This is an optimization exercise on Yosys and OpenROAD, whose aim is a short achievable clock period and few clock cycles, not a production implementation.
RTL that was checked went through simulation tests only; none was proved equivalent to the original.
Power is estimated from default activity; no workload was simulated.

==> flow/design.v (excerpt) <==
module npc(
    input  wire        clk,
    input  wire        rst,
    output wire [31:0] pc,
    input  wire [31:0] instr,
    output wire [31:0] dmem_addr,
    input  wire [31:0] dmem_rdata,
    output wire        dmem_we,
    output wire [1:0]  dmem_size,
    output wire [31:0] dmem_wdata
);
    localparam OP_LUI   = 7'b0110111;
    localparam OP_AUIPC = 7'b0010111;
    localparam OP_JAL   = 7'b1101111;
    localparam OP_JALR  = 7'b1100111;
    localparam OP_BR    = 7'b1100011;
    localparam OP_LD    = 7'b0000011;
    localparam OP_ST    = 7'b0100011;
    localparam OP_IMM   = 7'b0010011;
    localparam OP_OP    = 7'b0110011;
    localparam OP_SYS   = 7'b1110011;
    reg  [31:0] pc_f;
    reg  [7:0]  bt_v;
    reg  [26:0] bt_tag [0:7];
    reg  [31:0] bt_tgt [0:7];
    reg         bw_v;                 
    reg  [2:0]  bw_i;
    reg  [26:0] bw_tag;
    reg  [31:0] bw_tgt;
    reg         v_d, pb_d;
    reg  [31:0] ins_d, pc_d, pc4_d;
    reg         v_x;
    reg  [31:0] pc_x, a_x, b_x, s_x, dval_x, alt_x;
    reg  [4:0]  rd_x, zimm_x;
    reg  [2:0]  f3_x;
    reg         wen_x, ld_x, st_x, br_x, jalr_x, ecall_x, csrw_x, dv_x, pred_x;
    reg         sub_x;
    reg         s_add, s_sll, s_sr, s_sra, s_slt, s_sltu, s_xor, s_or, s_and, s_dval, s_csr;
    reg         c_mstatus, c_mtvec, c_mepc, c_mcause, c_mvendorid, c_marchid;
    reg         wen_m, ld_m, we_m;
    reg  [4:0]  rd_m;
    reg  [2:0]  f3_m;
    reg  [31:0] res_m, wd_m, ad_m;
    reg  [1:0]  sz_m;
    reg         wen_w;
    reg  [4:0]  rd_w;
    reg  [31:0] res_w;
    reg  [31:0] regs [1:31];
    reg  [31:0] mstatus, mtvec, mepc, mcause;
    wire [31:0] res_x, wres_m, mtvec_fw, mepc_fw;
    wire [6:0] op_d  = ins_d[6:0];
    wire [4:0] rd_d  = ins_d[11:7];
  ...
For scale: ~7700 cells after synthesis, ~110000 sq um of cells after synthesis.
Settings: LEC_CHECK=0, ABC_CLOCK_PERIOD_IN_PS=3000, CAP_MARGIN=20, CORE_MARGIN=2, CORE_UTILIZATION=40, SLEW_MARGIN=20; clock period 11.0 ns.
standard.sh (not shown) runs the stock make flow with config.mk's settings and CLKGATE_MAP_FILE= SYNTH_SCRIPT=/design/flow/synth_recipe.tcl, a recipe that flattens the netlist after the stock synthesis.
==> flow/flow/run.sh <==
#!/bin/bash
# Own layout flow: the standard synthesis unchanged, then the standard ORFS layout with
# a larger setup margin for repair_timing, so the resizer aims at a cycle much shorter than
# the 11 ns clock of the (unchanged) SDC. Each tool's output goes to a log file here.
set -euo pipefail
MARGIN=$(cat flow/margin.txt)
bash standard.sh synth > synth.log 2>&1
bash standard.sh SETUP_SLACK_MARGIN=$MARGIN finish > layout.log 2>&1
==> flow/flow/margin.txt <==
7.4
Testbench counts at the start, summed over its fixed seeds: cycles 636,206.
Next try:
--- a/flow/design.v
+++ b/flow/design.v
@@ -17,24 +17,20 @@
     localparam OP_LD    = 7'b0000011;
     localparam OP_ST    = 7'b0100011;
     localparam OP_IMM   = 7'b0010011;
     localparam OP_OP    = 7'b0110011;
     localparam OP_SYS   = 7'b1110011;
     reg  [31:0] pc_f;
     reg  [7:0]  bt_v;
     reg  [26:0] bt_tag [0:7];
     reg  [31:0] bt_tgt [0:7];
-    reg         bw_v;                 
-    reg  [2:0]  bw_i;
-    reg  [26:0] bw_tag;
-    reg  [31:0] bw_tgt;
     reg         v_d, pb_d;
-    reg  [31:0] ins_d, pc_d, pc4_d;
+    reg  [31:0] ins_d, pc_d;
     reg         v_x;
     reg  [31:0] pc_x, a_x, b_x, s_x, dval_x, alt_x;
     reg  [4:0]  rd_x, zimm_x;
     reg  [2:0]  f3_x;
     reg         wen_x, ld_x, st_x, br_x, jalr_x, ecall_x, csrw_x, dv_x, pred_x;
     reg         sub_x;
     reg         s_add, s_sll, s_sr, s_sra, s_slt, s_sltu, s_xor, s_or, s_and, s_dval, s_csr;
     reg         c_mstatus, c_mtvec, c_mepc, c_mcause, c_mvendorid, c_marchid;
     reg         wen_m, ld_m, we_m;
@@ -66,21 +62,20 @@
     wire is_csr   = is_sys && f3_d != 3'b000;
     wire is_ecall = is_sys && f3_d == 3'b000 && ins_d[31:25] == 7'b0000000 && rs2_d == 5'b00000;
     wire is_mret  = is_sys && f3_d == 3'b000 && ins_d[31:25] == 7'b0011000 && rs2_d == 5'b00010;
     wire [31:0] imm_i = {{20{ins_d[31]}}, ins_d[31:20]};
     wire [31:0] imm_s = {{20{ins_d[31]}}, ins_d[31:25], ins_d[11:7]};
     wire [31:0] imm_b = {{19{ins_d[31]}}, ins_d[31], ins_d[7], ins_d[30:25], ins_d[11:8], 1'b0};
     wire [31:0] imm_u = {ins_d[31:12], 12'b0};
     wire [31:0] imm_j = {{11{ins_d[31]}}, ins_d[31], ins_d[19:12], ins_d[20], ins_d[30:21], 1'b0};
     wire [31:0] imm_d = is_st ? imm_s : imm_i;                  
-    wire [31:0] tgtb_d = pc_d + imm_b;
-    wire [31:0] tgtj_d = pc_d + imm_j;
-    wire [31:0] tgt_d = is_jal ? tgtj_d : tgtb_d;               
+    wire [31:0] tgt_d = pc_d + (is_jal ? imm_j : imm_b);        
+    wire [31:0] pc4_d = pc_d + 32'd4;
     wire [31:0] dval_d = is_lui ? imm_u : is_auipc ? (pc_d + imm_u) : pc4_d;
     wire wen_d  = (is_lui | is_auipc | is_jal | is_jalr | is_ld | is_imm | is_op | is_csr) && rd_d != 5'd0;
     wire use1_d = is_jalr | is_br | is_ld | is_st | is_imm | is_op | (is_csr & ~f3_d[2]);
     wire use2_d = is_br | is_st | is_op;
     wire useimm_d = is_ld | is_st | is_imm | is_jalr;
     wire [31:0] rf1 = (rs1_d == 5'd0) ? 32'd0 : (wen_w && rd_w == rs1_d) ? res_w : regs[rs1_d];
     wire [31:0] rf2 = (rs2_d == 5'd0) ? 32'd0 : (wen_w && rd_w == rs2_d) ? res_w : regs[rs2_d];
     wire m1 = wen_x && rd_x == rs1_d;
     wire w1 = wen_m && rd_m == rs1_d;
@@ -148,24 +143,23 @@
     end
     assign wres_m = ld_m ? ldv : res_m;
     assign pc         = pc_f;
     assign dmem_addr  = ad_m;
     assign dmem_we    = we_m;
     assign dmem_size  = sz_m;
     assign dmem_wdata = wd_m;
     wire redir_d = v_d && dfix_d && !stall_d;
     wire go_d    = v_d && !stall_d && !redir_x;       
-    wire bt_wr   = redir_d && want_d && !jalr_ok;
+    wire bt_wr   = redir_d && !redir_x && want_d && !jalr_ok;
     always @(posedge clk or posedge rst) begin
         if (rst) begin
             pc_f    <= 32'h80000000;
             bt_v    <= 8'd0;
-            bw_v    <= 1'b0;
             v_d     <= 1'b0;
             v_x     <= 1'b0;
             wen_x   <= 1'b0;
             ld_x    <= 1'b0;
             st_x    <= 1'b0;
             br_x    <= 1'b0;
             jalr_x  <= 1'b0;
             ecall_x <= 1'b0;
             csrw_x  <= 1'b0;
@@ -178,20 +172,19 @@
             mtvec   <= 32'd0;
             mepc    <= 32'd0;
             mcause  <= 32'd0;
         end else begin
             if (redir_x)       pc_f <= xtgt;
             else if (stall_d)  pc_f <= pc_f;
             else if (redir_d)  pc_f <= dnext_d;
             else if (hit_f)    pc_f <= bt_tgt[bi_f];
             else               pc_f <= pc4_f;
-            bw_v <= bt_wr;
-            if (bw_v) bt_v[bw_i] <= 1'b1;
+            if (bt_wr) bt_v[pc_d[4:2]] <= 1'b1;
             if (redir_x || redir_d) v_d <= 1'b0;
             else if (!stall_d)      v_d <= 1'b1;
             v_x     <= go_d;
             wen_x   <= go_d && wen_d;
             ld_x    <= go_d && is_ld;
             st_x    <= go_d && is_st;
             br_x    <= go_d && is_br;
             jalr_x  <= go_d && is_jalr;
             ecall_x <= go_d && is_ecall;
@@ -211,26 +204,22 @@
                 if (c_mcause)  mcause  <= csr_new;
             end
         end
     end
     always @(posedge clk) begin
         if (!stall_d) begin
             ins_d <= instr;
             pc_d  <= pc_f;
             pb_d  <= hit_f;
-            pc4_d  <= pc4_f;
         end
-        bw_i   <= pc_d[4:2];
-        bw_tag <= pc_d[31:5];
-        bw_tgt <= dtgt_d;
-        if (bw_v) begin
-            bt_tag[bw_i] <= bw_tag;
-            bt_tgt[bw_i] <= bw_tgt;
+        if (bt_wr) begin
+            bt_tag[pc_d[4:2]] <= pc_d[31:5];
+            bt_tgt[pc_d[4:2]] <= dtgt_d;
         end
         pc_x   <= pc_d;
         a_x    <= op1;
         b_x    <= useimm_d ? imm_d : op2;
         s_x    <= op2;
         dval_x <= dval_d;
         alt_x  <= want_d ? pc4_d : tgt_d;
         pred_x <= want_d;
         rd_x   <= rd_d;
What happened: The new run finished with timing, DRC and antenna clean; setup slack improved by 0.081 ns; sequential power goes down by about 8%; via count rose by 3.0%; worst hold slack is about the same; routed wire length rose by 3.3%.
No functional check of the RTL was part of the second run of this note.

[what the ideal ports hide]
No port has a modelled driver above. Below, the same layouts with a new extraction and two added sets of constraints.
Step 1, drivers: a clkbuf_16 drives clk and a buf_2 each remaining input, both assumed.
Step 2 moves the port delays by t, midway between the first and last clock arrival at a register: inputs arrive t later, outputs are due t later. That takes back most of the time a late clock gives input paths.
Slacks: ideal / step 1 / step 2; pairs: ideal / step 1.
| run | shift t [ns] | slack for setup (ns) | slew at the worst register clock pin (ns) | worst data-port slew with drivers (ns) |
|---|---|---|---|---|
| the first run | 0.972 | 6.572 / 6.572 / 6.464 | 0.07 / 0.07 | 0.23 |
| the second run | 0.979 | 6.653 / 6.653 / 6.123 | 0.07 / 0.07 | 0.14 |
After both steps setup and hold are still met in every run listed. For the second run, which loses most, drivers alone change the setup slack by 0.000 ns; drivers and shift together by -0.530 ns.
